From an optimization exercise on the open Yosys and OpenROAD flow, aimed at small area; shortcuts taken in it are not production practice. Function was checked by simulation only, so behaviour that the tests miss may differ from the original. Power figures rest on the tool's default switching activity, not on a simulated workload.

[design/flow/run.sh]
#!/bin/bash
# synth_recipe.tcl (not shown) runs the flow's synth.tcl, then flattens the netlist and writes it again
# the make line also repeats each setting of config.mk as NAME=value (left out here)
make -C /OpenROAD-flow-scripts/flow DESIGN_CONFIG=/design/flow/config.mk WORK_HOME=/design/flow/orfs CLKGATE_MAP_FILE= SYNTH_SCRIPT=/design/flow/synth_recipe.tcl finish
[design/flow/config.mk]
export PLATFORM = sky130hd
export DESIGN_NAME = top_UART
export DESIGN_NICKNAME = top_UART
export VERILOG_FILES = /design/flow/design.v
export SDC_FILE = /design/flow/constraint.sdc
export NUM_CORES = 4
export LEC_CHECK = 0
export CAP_MARGIN = 20
export CORE_MARGIN = 2
export CORE_UTILIZATION = 40
export SLEW_MARGIN = 20
[design/flow/constraint.sdc]
create_clock -name core_clock -period 5.0 [get_ports {clk}]
set_input_delay 1.0000 -clock core_clock [delete_from_list [all_inputs] [get_ports {clk}]]
set_output_delay 1.0000 -clock core_clock [all_outputs]
set_load 0.01 [all_outputs]
[design/flow/design.v]
`timescale 1ns / 1ps
module uart(
    input clk,  
    input rst,  
    input rx,  
    output tx,  
    input transmit,  
    input [7:0] tx_byte,  
    output received,  
    output [7:0] rx_byte,  
    output is_receiving,  
    output is_transmitting,  
    output recv_error  
    );
parameter CLOCK_DIVIDE = 2604;  
parameter RX_IDLE = 0;
parameter RX_CHECK_START = 1;
parameter RX_READ_BITS = 2;
parameter RX_CHECK_STOP = 3;
parameter RX_DELAY_RESTART = 4;
parameter RX_ERROR = 5;
parameter RX_RECEIVED = 6;
parameter TX_IDLE = 0;
parameter TX_SENDING = 1;
parameter TX_DELAY_RESTART = 2;
reg [12:0] rx_clk_divider;
reg [12:0] tx_clk_divider;
reg [2:0] recv_state;
reg [5:0] rx_countdown;
reg [3:0] rx_bits_remaining;
reg [7:0] rx_data;
reg tx_out;
reg [1:0] tx_state;
reg [5:0] tx_countdown;
reg [3:0] tx_bits_remaining;
reg [7:0] tx_data;
assign received = recv_state == RX_RECEIVED;
assign recv_error = recv_state == RX_ERROR;
assign is_receiving = recv_state != RX_IDLE;
assign rx_byte = rx_data;
assign tx = tx_out;
assign is_transmitting = tx_state != TX_IDLE;
reg [12:0] rx_clk_divider_n;
reg [12:0] tx_clk_divider_n;
reg [2:0] recv_state_n;
reg [5:0] rx_countdown_n;
reg [3:0] rx_bits_remaining_n;
reg [7:0] rx_data_n;
reg tx_out_n;
reg [1:0] tx_state_n;
reg [5:0] tx_countdown_n;
reg [3:0] tx_bits_remaining_n;
reg [7:0] tx_data_n;
always @(*) begin
	rx_clk_divider_n = rx_clk_divider;
	tx_clk_divider_n = tx_clk_divider;
	recv_state_n = recv_state;
	rx_countdown_n = rx_countdown;
	rx_bits_remaining_n = rx_bits_remaining;
	rx_data_n = rx_data;
	tx_out_n = tx_out;
	tx_state_n = tx_state;
	tx_countdown_n = tx_countdown;
	tx_bits_remaining_n = tx_bits_remaining;
	tx_data_n = tx_data;
	if (rst) begin
		recv_state_n = RX_IDLE;
		tx_state_n = TX_IDLE;
		tx_out_n = 1'b1;
		rx_clk_divider_n = CLOCK_DIVIDE;
		tx_clk_divider_n = CLOCK_DIVIDE;
	end else begin
	rx_clk_divider_n = rx_clk_divider_n - 1'b1;
	if (!rx_clk_divider_n) begin
		rx_clk_divider_n = CLOCK_DIVIDE;
		rx_countdown_n = rx_countdown_n - 1'b1;
	end
	tx_clk_divider_n = tx_clk_divider_n - 1'b1;
	if (!tx_clk_divider_n) begin
		tx_clk_divider_n = CLOCK_DIVIDE;
		tx_countdown_n = tx_countdown_n - 1'b1;
	end
	case (recv_state_n)
		RX_IDLE: begin
			if (!rx) begin
				rx_clk_divider_n = CLOCK_DIVIDE;
				rx_countdown_n = 2;
				recv_state_n = RX_CHECK_START;
			end
		end
		RX_CHECK_START: begin
			if (rx_countdown_n > 2) begin
				rx_countdown_n = 1;
			end
			if (!rx_countdown_n) begin
				if (!rx) begin
					rx_countdown_n = 4;
					rx_bits_remaining_n = 8;
					recv_state_n = RX_READ_BITS;
				end else begin
					recv_state_n = RX_ERROR;
				end
			end
		end
		RX_READ_BITS: begin
			if (!rx_countdown_n) begin
				rx_data_n = {rx, rx_data_n[7:1]};
				rx_countdown_n = 4;
				rx_bits_remaining_n = rx_bits_remaining_n - 1'b1;
				recv_state_n = rx_bits_remaining_n ? RX_READ_BITS : RX_CHECK_STOP;
			end
		end
		RX_CHECK_STOP: begin
			if (!rx_countdown_n) begin
				recv_state_n = rx ? RX_RECEIVED : RX_ERROR;
			end
		end
		RX_DELAY_RESTART: begin
			recv_state_n = rx_countdown_n ? RX_DELAY_RESTART : RX_IDLE;
		end
		RX_ERROR: begin
			rx_countdown_n = 8;
			recv_state_n = RX_DELAY_RESTART;
		end
		RX_RECEIVED: begin
			recv_state_n = RX_IDLE;
		end
		default: begin
			rx_countdown_n = 2;
			recv_state_n = RX_IDLE;
		end
	endcase
	case (tx_state_n)
		TX_IDLE: begin
			if (transmit) begin
				tx_data_n = tx_byte;
				tx_clk_divider_n = CLOCK_DIVIDE;
				tx_countdown_n = 4;
				tx_out_n = 0;
				tx_bits_remaining_n = 8;
				tx_state_n = TX_SENDING;
			end
		end
		TX_SENDING: begin
			if (!tx_countdown_n) begin
				if (tx_bits_remaining_n) begin
					tx_bits_remaining_n = tx_bits_remaining_n - 1;
					tx_out_n = tx_data_n[0];
					tx_data_n = {1'b0, tx_data_n[7:1]};
					tx_countdown_n = 4;
					tx_state_n = TX_SENDING;
				end else begin
					tx_out_n = 1;
					tx_countdown_n = 8;
					tx_state_n = TX_DELAY_RESTART;
				end
			end
		end
		TX_DELAY_RESTART: begin
			tx_state_n = tx_countdown_n ? TX_DELAY_RESTART : TX_IDLE;
		end
		default: begin
			tx_state_n = TX_IDLE;
		end
	endcase
	end
end
always @(posedge clk) begin
	rx_clk_divider <= rx_clk_divider_n;
	tx_clk_divider <= tx_clk_divider_n;
	recv_state <= recv_state_n;
	rx_countdown <= rx_countdown_n;
	rx_bits_remaining <= rx_bits_remaining_n;
	rx_data <= rx_data_n;
	tx_out <= tx_out_n;
	tx_state <= tx_state_n;
	tx_countdown <= tx_countdown_n;
	tx_bits_remaining <= tx_bits_remaining_n;
	tx_data <= tx_data_n;
end
endmodule
`timescale 1ns / 1ps
module packet_gen#(
	parameter DATAP = 8,
	parameter ADDRP = 16,
	parameter EXPIRE_AFTER = 31'h6000
)
(	
	input  Clk,
	input  Rst,
	input  [DATAP-1:0] RX_byte,
	input  REceived,
	input  IS_receiving,
	input  IS_transmitting,
	input  REcv_error,
	input  [DATAP-1:0] Ram_dout,
	input  [7:0] Status,
	output reg [DATAP-1:0] TX_byte,
	output wire Transmit,
	output wire [ADDRP-1:0] Ram_addr,
	output reg Ram_we,
	output reg [DATAP-1:0] Ram_din,
	output reg [DATAP-1:0] Command,
	output [31:0] Module_status
);
	parameter [7:0]
	IDLE 		    = 8'h01,
	CHK_HEAD 	 = 8'h02,
	WR_COMMAND 	 = 8'h03,
	SND_PKT  	 = 8'h04,
	SND_HEAD  	 = 8'h05,
	TRANS 	 	 = 8'h06,
	CALC_LnA 	 = 8'h07,
	WR_MEMORY 	 = 8'h08,
	RD_MEMORY	 = 8'h09,
	SNT_LnA		 = 8'h0a,
	DEFAULT 		 = 8'hf0;
	reg  [7:0] module_status1;
	reg  [7:0]  pg_state;
	reg  [7:0]  head;
	reg  [15:0] pkt_len;
	reg  [15:0] pkt_addr;
	reg  [7:0]  len1;
	reg  [7:0]  addr1;
	reg  [ADDRP-1:0]  addr2;
	reg  [1:0]  lna_count;
	reg  [ADDRP-1:0] data_count;
	reg  [31:0] waTCHDOG;
	reg  [ADDRP-1:0] Ram_addr_i;	
	reg  Transmit1;
	assign Transmit = Transmit1 & !IS_transmitting;
	assign Module_status = {pkt_len,head,module_status1};
	assign Ram_addr = Ram_we ? (Ram_addr_i - 1) : Ram_addr_i;	
	always@(posedge Clk)
	begin : PKT_FSM
		if(Rst)	begin 
			pg_state <= IDLE;
			Ram_we 		<= 1'b0;
			Ram_addr_i 	<= 16'h0000;
			Transmit1 	<= 1'b0;
			TX_byte 		<= 8'h00;
			head			<= 8'h00;
			lna_count	<= 2'b00;
			module_status1 <= 0;
			Ram_din		<= 8'h00;
			Command		<= 8'h00;
		end
		else	begin
			case (pg_state)
				IDLE: begin	
					module_status1 <= IDLE;					
					Ram_we <= 1'b0;
					Ram_addr_i <= 16'h0000;					
					if (!IS_transmitting) begin
						if (!Transmit1)
							TX_byte <= 8'h00;
					end
					else begin
						Transmit1 <= 1'b0;
					end
					head <= 8'h00;
					if(REceived && (RX_byte == 8'h70))	begin
						waTCHDOG <= EXPIRE_AFTER;
						pg_state <= CHK_HEAD;
					end
				end
				CHK_HEAD: begin	
					module_status1 <= CHK_HEAD;
					if(REceived) begin
						head <= RX_byte;
						case (RX_byte)
							8'h63:	begin
								pg_state <= WR_COMMAND;
								waTCHDOG <= EXPIRE_AFTER;
							end
							8'h73: begin
								pg_state <= SND_PKT;	
								waTCHDOG <= EXPIRE_AFTER;
							end
							8'h77: begin
								lna_count <= 2'b00;
								waTCHDOG <= EXPIRE_AFTER;
								pg_state <= CALC_LnA; 	
							end
							8'h72: begin
								lna_count <= 2'b00;
								waTCHDOG <= EXPIRE_AFTER;
								pg_state <= CALC_LnA; 	
							end
							default:	pg_state <= IDLE;
						endcase
					end
				end
				WR_COMMAND: begin
					module_status1 <= WR_COMMAND;
					if(REceived) begin
						Command <= RX_byte;
						waTCHDOG <= EXPIRE_AFTER;
						pg_state <= SND_PKT; 
					end
				end
				SND_PKT: begin
					module_status1 <= SND_PKT;
					if (!IS_transmitting)
					begin		
						if (Transmit1 == 1'b0) begin
							Transmit1 <= 1'b1;	
							TX_byte <= 8'h70;
							waTCHDOG <= EXPIRE_AFTER;
							pg_state <= SND_HEAD;
						end
					end
					else begin
						Transmit1 <= 1'b0;
					end
				end
				SND_HEAD: begin
					module_status1 <= SND_HEAD;
					if (!IS_transmitting)
					begin
						if (Transmit1 == 1'b0 ) begin
							Transmit1 <= 1'b1;	
							TX_byte <= head;
							waTCHDOG <= EXPIRE_AFTER;
							pg_state <= TRANS;
						end
					end
					else begin
						Transmit1 <= 1'b0;
					end
				end
				TRANS: begin		
					module_status1 <= TRANS;
					if (!IS_transmitting)
					begin		
						case (head)
							8'h73: begin
								if (Transmit1 == 1'b0) begin
									TX_byte <= Status;
									Transmit1 <= 1'b1;
									waTCHDOG <= EXPIRE_AFTER;
									pg_state <= IDLE;
								end
							end
							8'h63: begin		
								if (Transmit1 == 1'b0) begin						
									TX_byte <= Command;
									Transmit1 <= 1'b1;
									waTCHDOG <= EXPIRE_AFTER;
									pg_state <= IDLE;
								end
							end
							8'h72: begin								
								pg_state <= SNT_LnA;
								lna_count <= 2'b00;
								waTCHDOG <= EXPIRE_AFTER;
								Transmit1 <= 1'b0;
							end
							8'h77: begin								
								pg_state <= SNT_LnA;
								lna_count <= 2'b00;
								waTCHDOG <= EXPIRE_AFTER;
								Transmit1 <= 1'b0;
							end
							default: pg_state <= IDLE;
						endcase
					end
					else begin
						Transmit1 <= 1'b0;
					end
				end
				CALC_LnA: begin
					module_status1 <= CALC_LnA;
					if(REceived) begin					
						waTCHDOG <= EXPIRE_AFTER;
						case (lna_count)
							2'b00: begin
								len1 <= RX_byte;
								lna_count <= 2'b01;
							end
							2'b01: begin
								pkt_len <= {len1,RX_byte};
								lna_count <= 2'b10;
							end
							2'b10: begin
								addr1 <= RX_byte;
								data_count <= pkt_len + 1;
								lna_count <= 2'b11;
							end
							2'b11: begin
								Ram_addr_i <= {addr1,RX_byte};
								addr2 <= {addr1,RX_byte};
								case (head)
									8'h72: pg_state <= SND_PKT;
									8'h77: pg_state <= WR_MEMORY;
									default: pg_state <= IDLE;
								endcase
							end
						endcase
					end
				end
				SNT_LnA: begin
					module_status1 <= SNT_LnA;
					if (!IS_transmitting)
					begin				
						if (!Transmit1) begin
							waTCHDOG <= EXPIRE_AFTER;
							Transmit1 <= 1'b1;				
							case (lna_count)
								2'b00: begin
									TX_byte <= pkt_len[15:8];
									lna_count <= 2'b01;
								end
								2'b01: begin
									TX_byte <= pkt_len[7:0];
									lna_count <= 2'b10;
								end
								2'b10: begin
									TX_byte <= addr2[15:8];
									lna_count <= 2'b11;
								end
								2'b11: begin
									TX_byte <= addr2[7:0];
									if(head == 8'h72)			begin
										data_count <= pkt_len  + 1;			
										pg_state <= RD_MEMORY;	end
									else
										pg_state <= IDLE;
								end
							endcase
						end
					end
					else begin
						Transmit1 <= 1'b0;
					end
				end
				RD_MEMORY: begin
					module_status1 <= RD_MEMORY;
					if (!IS_transmitting)
					begin				
						if (!Transmit1) begin	
							waTCHDOG <= EXPIRE_AFTER;				
							if(data_count != 0) begin	
								Transmit1 <= 1'b1;				
								Ram_we <= 1'b0;	
								TX_byte <= Ram_dout;
								Ram_addr_i <= Ram_addr_i + 1'b1;
								data_count <= data_count - 1'b1;	
							end
							else if(data_count == 0) begin						
								Ram_we <= 1'b0;						
								Ram_addr_i <= 16'h0000;
								TX_byte <= 8'h00;
								Transmit1 <= 1'b0;
								pg_state <= IDLE;	
							end
						end
					end
					else begin
						Transmit1 <= 1'b0;
					end
				end
				WR_MEMORY: begin
					module_status1 <= WR_MEMORY;
					if(data_count != 0) begin
						if(REceived) begin
							waTCHDOG <= EXPIRE_AFTER;
							Ram_din <= RX_byte;
							Ram_we <= 1'b1;
							Ram_addr_i <= Ram_addr_i + 1'b1;
							data_count <= data_count - 1'b1;
						end
						else begin
							Ram_we <= 1'b0;
						end
					end
					else if(data_count == 0) begin
						Ram_we <= 1'b0;
						Ram_din <= 8'h00;
						pg_state <= SND_PKT;
					end
				end
				default: begin
					pg_state <= IDLE;
					module_status1 <= DEFAULT;
				end
			endcase	
		end
	end	
endmodule 
`timescale 1ns / 1ps
module top_UART (					
	input  clk,
	input  rst,
    input  [8-1:0] status, 
    input  [8-1:0] ram_dout,
    input  rx,
    output tx, 
    output ram_we,
    output [8-1:0] ram_din, 
    output [16-1:0] ram_addr,	
    output [8-1:0] command    				
);
wire transmit,received,is_receiving,is_transmitting,recv_error;
wire [8-1:0]  rx_byte;
wire [8-1:0]  tx_byte;
packet_gen #(
	 .DATAP			(8),
	 .ADDRP			(16),
	 .EXPIRE_AFTER	(31'h6000)
	 ) pkt_gen (
	 .Clk					(clk), 
	 .Rst					(rst), 
	 .RX_byte				(rx_byte), 
	 .REceived				(received), 
	 .IS_receiving			(is_receiving), 
	 .IS_transmitting		(is_transmitting), 
	 .REcv_error			(recv_error), 
	 .Ram_dout				(ram_dout), 
	 .Status				(status), 
	 .TX_byte				(tx_byte), 
	 .Transmit				(transmit), 
	 .Ram_addr				(ram_addr), 
	 .Ram_we				(ram_we), 
	 .Ram_din				(ram_din), 
	 .Command				(command), 
	 .Module_status		    ()
	 );		 
uart #(
	 .CLOCK_DIVIDE			(213)
	 ) uartUUT (
	 .clk					(clk), 
	 .rst					(rst), 
	 .rx					(rx), 
	 .tx					(tx), 
	 .transmit				(transmit), 
	 .tx_byte				(tx_byte), 
	 .received				(received), 
	 .rx_byte				(rx_byte), 
	 .is_receiving			(is_receiving), 
	 .is_transmitting		(is_transmitting), 
	 .recv_error			(recv_error)
	 );
endmodule
==> impl_metrics.py <==
metrics = {
    "finish": {
        "final_nets": 1137,
        "seq_area_um2": 4760,
        "drive_gt1_share_pct": 6.10,
        "multi_input_area_um2": 4950,
        "nFillCells": 2368,
        "diodes": 0,
        "fin_util_pct": 46.0,
        "synthToLayoutAreaGrowth_pct": 14.0,
    },
    "power": {
        "irDropWorstVdd_v": 0.000224,
        "p_leak_nw": 3.81,
        "p_per_area_nw_per_um2": 313,
    },
    "yosys": {
        "yosysMostFrequentCell": "nand2_1",
        "synth-main-ff-cell": "edfxtp_1",
        "syn_inst": 1076,
        "syn_area_um2": 10100,
        "yosys_warnings": 2,
        "syn_nets": 1112,
        "synth.area.top_cells": "edfxtp_1 (30%), dfxtp_1 (18%), xnor2_1 (5.1%)",
        "async_reset_ff_share_pct": 0,
        "synth-xor-area-share_pct": 6.80,
        "synth_top_family_by_area": "simple AND/OR/NAND/NOR gates",
        "yosysTopAreaCell": "edfxtp_1",
        "synth_edf_count": 100,
        "synth_top_area_share_pct": 29.9,
        "synth-compound-area-share_pct": 15.4,
        "synth-simple-area-share_pct": 22.2,
        "synth-seq-area-share_pct": 47.4,
        "synth_cell_types": 85,
        "muxShareOfSynthArea_pct": 2.40,
        "synth.top_cells.by_count": "nand2_1 (112), nor2_1 (111), edfxtp_1 (100)",
        "syn_area_per_cell_um2": 9.34,
        "synth-seq-cells": 188,
        "synthAdderAreaFrac_pct": 2.12,
    },
    "floorplan": {
        "rows": 58,
        "start_util_pct": 40.4,
        "dieHeight_um": 163,
        "io_pins": 53,
        "core_area_um2": 24900,
        "fp.dieArea_um2": 26400,
        "die_w_um": 163,
    },
    "drt": {
        "drt_iter0_drc": 626,
        "ant_nets": 0,
        "wl_per_cell_um": 17.0,
        "drt-total-wl_um": 24600,
        "detail_route.vias_per_cell": 5.53,
        "via_count": 7981,
        "dr.pass1.iters": 5,
        "drcViolationCount": 0,
    },
    "setup_path": {
        "reg2reg_from": "pkt_gen.data_count[4]$_DFFE_PP_",
        "path_class": "flop to primary output",
        "crit_path_max_fanout": 8,
        "arrival_ns": 3.13,
        "crit_start": "pkt_gen.Ram_we$_SDFFE_PP0P_",
        "startpoint_type": "flop",
        "setup.worst_path.end_class": "primary output",
        "worst-r2r-setup-slack_ns": 1.35,
        "required_ns": 4.00,
    },
    "clock_tree": {
        "ctsHoldBuffers": 0,
        "cts_root_buf": "clkbuf_16",
        "clock_sinks": 188,
        "clock_path_buffers": 2,
        "htree_levels": 4,
        "post-cts-setup-buffers": 0,
        "tritoncts": "yes",
        "clock_latency_ns": 0.44,
        "clk_pin_slew_worst_paths_ns": 0.08,
        "ctsResizeCount": 0,
        "cts_made_buffers": 17,
    },
    "timing": {
        "drv_slew": 0,
        "setup_tns_ns": 0,
        "max_slew_margin_pct": 38.1,
        "post-route-min-period_ns": 4.13,
        "max_freq_mhz": 242,
        "tightest_slew_ns": 0.923,
        "setup_viol_count_final": 0,
        "finalHoldViolations": 0,
        "rsz0062_at_grt": "no",
        "fin_crit_sh_pct": 82.6,
        "finClkSkew_ns": 0.0143,
    },
    "global_routing": {
        "grt_max_degree": 49,
        "overflow": 0,
        "antenna_found_initial": 0,
        "grt_pass1_wl_um": 40300,
        "grt_pass1_vias": 7711,
        "grt.total_usage_pct": 19.0,
    },
    "job": {
        "max_cap_viol_count": 0,
    },
    "hold_path": {
        "min_from": "pkt_gen.len1[0]$_DFFE_PP_",
        "hp-class": "flop to flop",
    },
    "placed_design": {
        "gp_congestion": 0.912,
        "portBuffers": 52,
        "dp_hpwl_um": 17100,
    },
    "run_status": {
        "run_status": "timing/DRC/antenna clean",
    },
}
-- sequential cells by signal (all words and copies together), names as in the netlist, 13 cells and up --
name,count
uartUUT.rx_clk_divider,13
pkt_gen.addr2,16
pkt_gen.Ram_addr_i,16
pkt_gen.pkt_len,16
pkt_gen.data_count,16
uartUUT.tx_clk_divider,13
-- worst max-delay path: stages, from the launching register on --
cell and delay (ns):
dfxtp_1 0.47, nand2b_1 0.12, nor4_1 0.32, and3_1 0.25
nand2_1 0.10, or4_1 0.46, nor4_1 0.27, xnor2_1 0.16
clkdlybuf4s50_1 0.55
-- area by class of cell --
type                            instances  area share (%)
Clock inverter                         15            1.46
Timing Repair Buffer                   63            5.22
Inverter                               39            1.28
Multi-Input combinational cell        792            43.2
Tap cell                              330            3.60
Clock buffer                           17            3.71
Sequential cell                       188            41.6
-- path summary, 6_finish.rpt --
| path | depth (start not counted) | end |
|---|---|---|
| worst min-delay path | 0 | pkt_gen.pkt_len[8]$_DFFE_PP_ |
| worst min register to register | 0 | pkt_gen.pkt_len[8]$_DFFE_PP_ |
| worst max-delay path | 8 | ram_addr[14] |
| worst max register to register | 6 | pkt_gen.Ram_addr_i[4]$_SDFFE_PP0P_ |
-- report_power, final --
group / switching [mW] / total (mW) / internal (mW)
Sequential: 0.0725 / 1.75 / 1.68
Combinational: 0.297 / 0.485 / 0.187
Clock: 0.677 / 1.35 / 0.673
-- logic make-up after synthesis --
kind of cell	Yosys count
simple gates	441
mux	24
fa+ha+maj	17
flops	188
buf+inv	96
xor+xnor	78
compound gates	232
-- cell usage in the layout, fill, tap and decap left out, drive strengths merged, types with 18 or more instances in the layout --
| master | Yosys | final |
|---|---|---|
| a21oi | 58 | 58 |
| a22oi | 20 | 20 |
| clkdlybuf4s50 | 0 | 51 |
| dfxtp | 88 | 88 |
| edfxtp | 100 | 100 |
| inv | 37 | 43 |
| mux2i | 23 | 23 |
| nand2 | 112 | 112 |
| nand2b | 18 | 18 |
| nand3 | 32 | 32 |
| nor2 | 111 | 111 |
| nor3 | 41 | 41 |
| nor4 | 21 | 21 |
| o21ai | 64 | 64 |
| xnor2 | 58 | 58 |
| xor2 | 20 | 20 |
-- through the flow --
| stage | area (um^2) | worst slack [ns] | std cells | hold slack, ns | power (mW) |
|---|---|---|---|---|---|
| final | 11500 | 0.871 | 1444 | 0.423 | 3.59 |
| after global routing | 11500 | 0.680 | 1444 | 0.430 | 3.74 |
| after CTS | 11500 | 0.842 | 1444 | 0.423 | 3.62 |
| after detailed placement | 10900 | 1.32 | 1412 | 0.405 | 2.27 |
| after global placement | 10900 | 1.36 | 1412 | 0.401 | 2.26 |
| after floorplan | 10100 | 1.07 | 1076 | 0.396 | 2.13 |
-- metal layers --
metal	GRT usage (%)	up-vias	share of wire (%)
met4	6.76	0	2.6
met5	0	-	0
met2	30.8	198	47
li1	-	3986	-
met1	25.5	3752	46
met3	3.67	45	4.3

[re-timing with driven ports]
The results above use ideal ports. As a check the final layout listed here was re-extracted and re-timed, cells and wires unchanged. Step 1 assumes that a clkbuf_16 drives the clock port and a buf_2 every other input. Step 2 times the ports against the registers' clock, not the clock port: input delays grow and output delays shrink by t, the midpoint of the rising clock arrivals with the driver on. a / b / c = no drivers / after step 1 / after step 2; a / b = the first two.
t, ns: 0.479
setup WS [ns]: 0.871 / 0.820 / 1.299
hold WS [ns]: 0.423 / 0.423 / 0.423
clock arrival spread, ns: 0.015 / 0.015
worst register clock-pin slew, ns: 0.08 / 0.08
After both steps setup and hold are still met in this run. For this run, drivers alone change the setup slack by -0.051 ns; drivers and shift together by +0.428 ns.
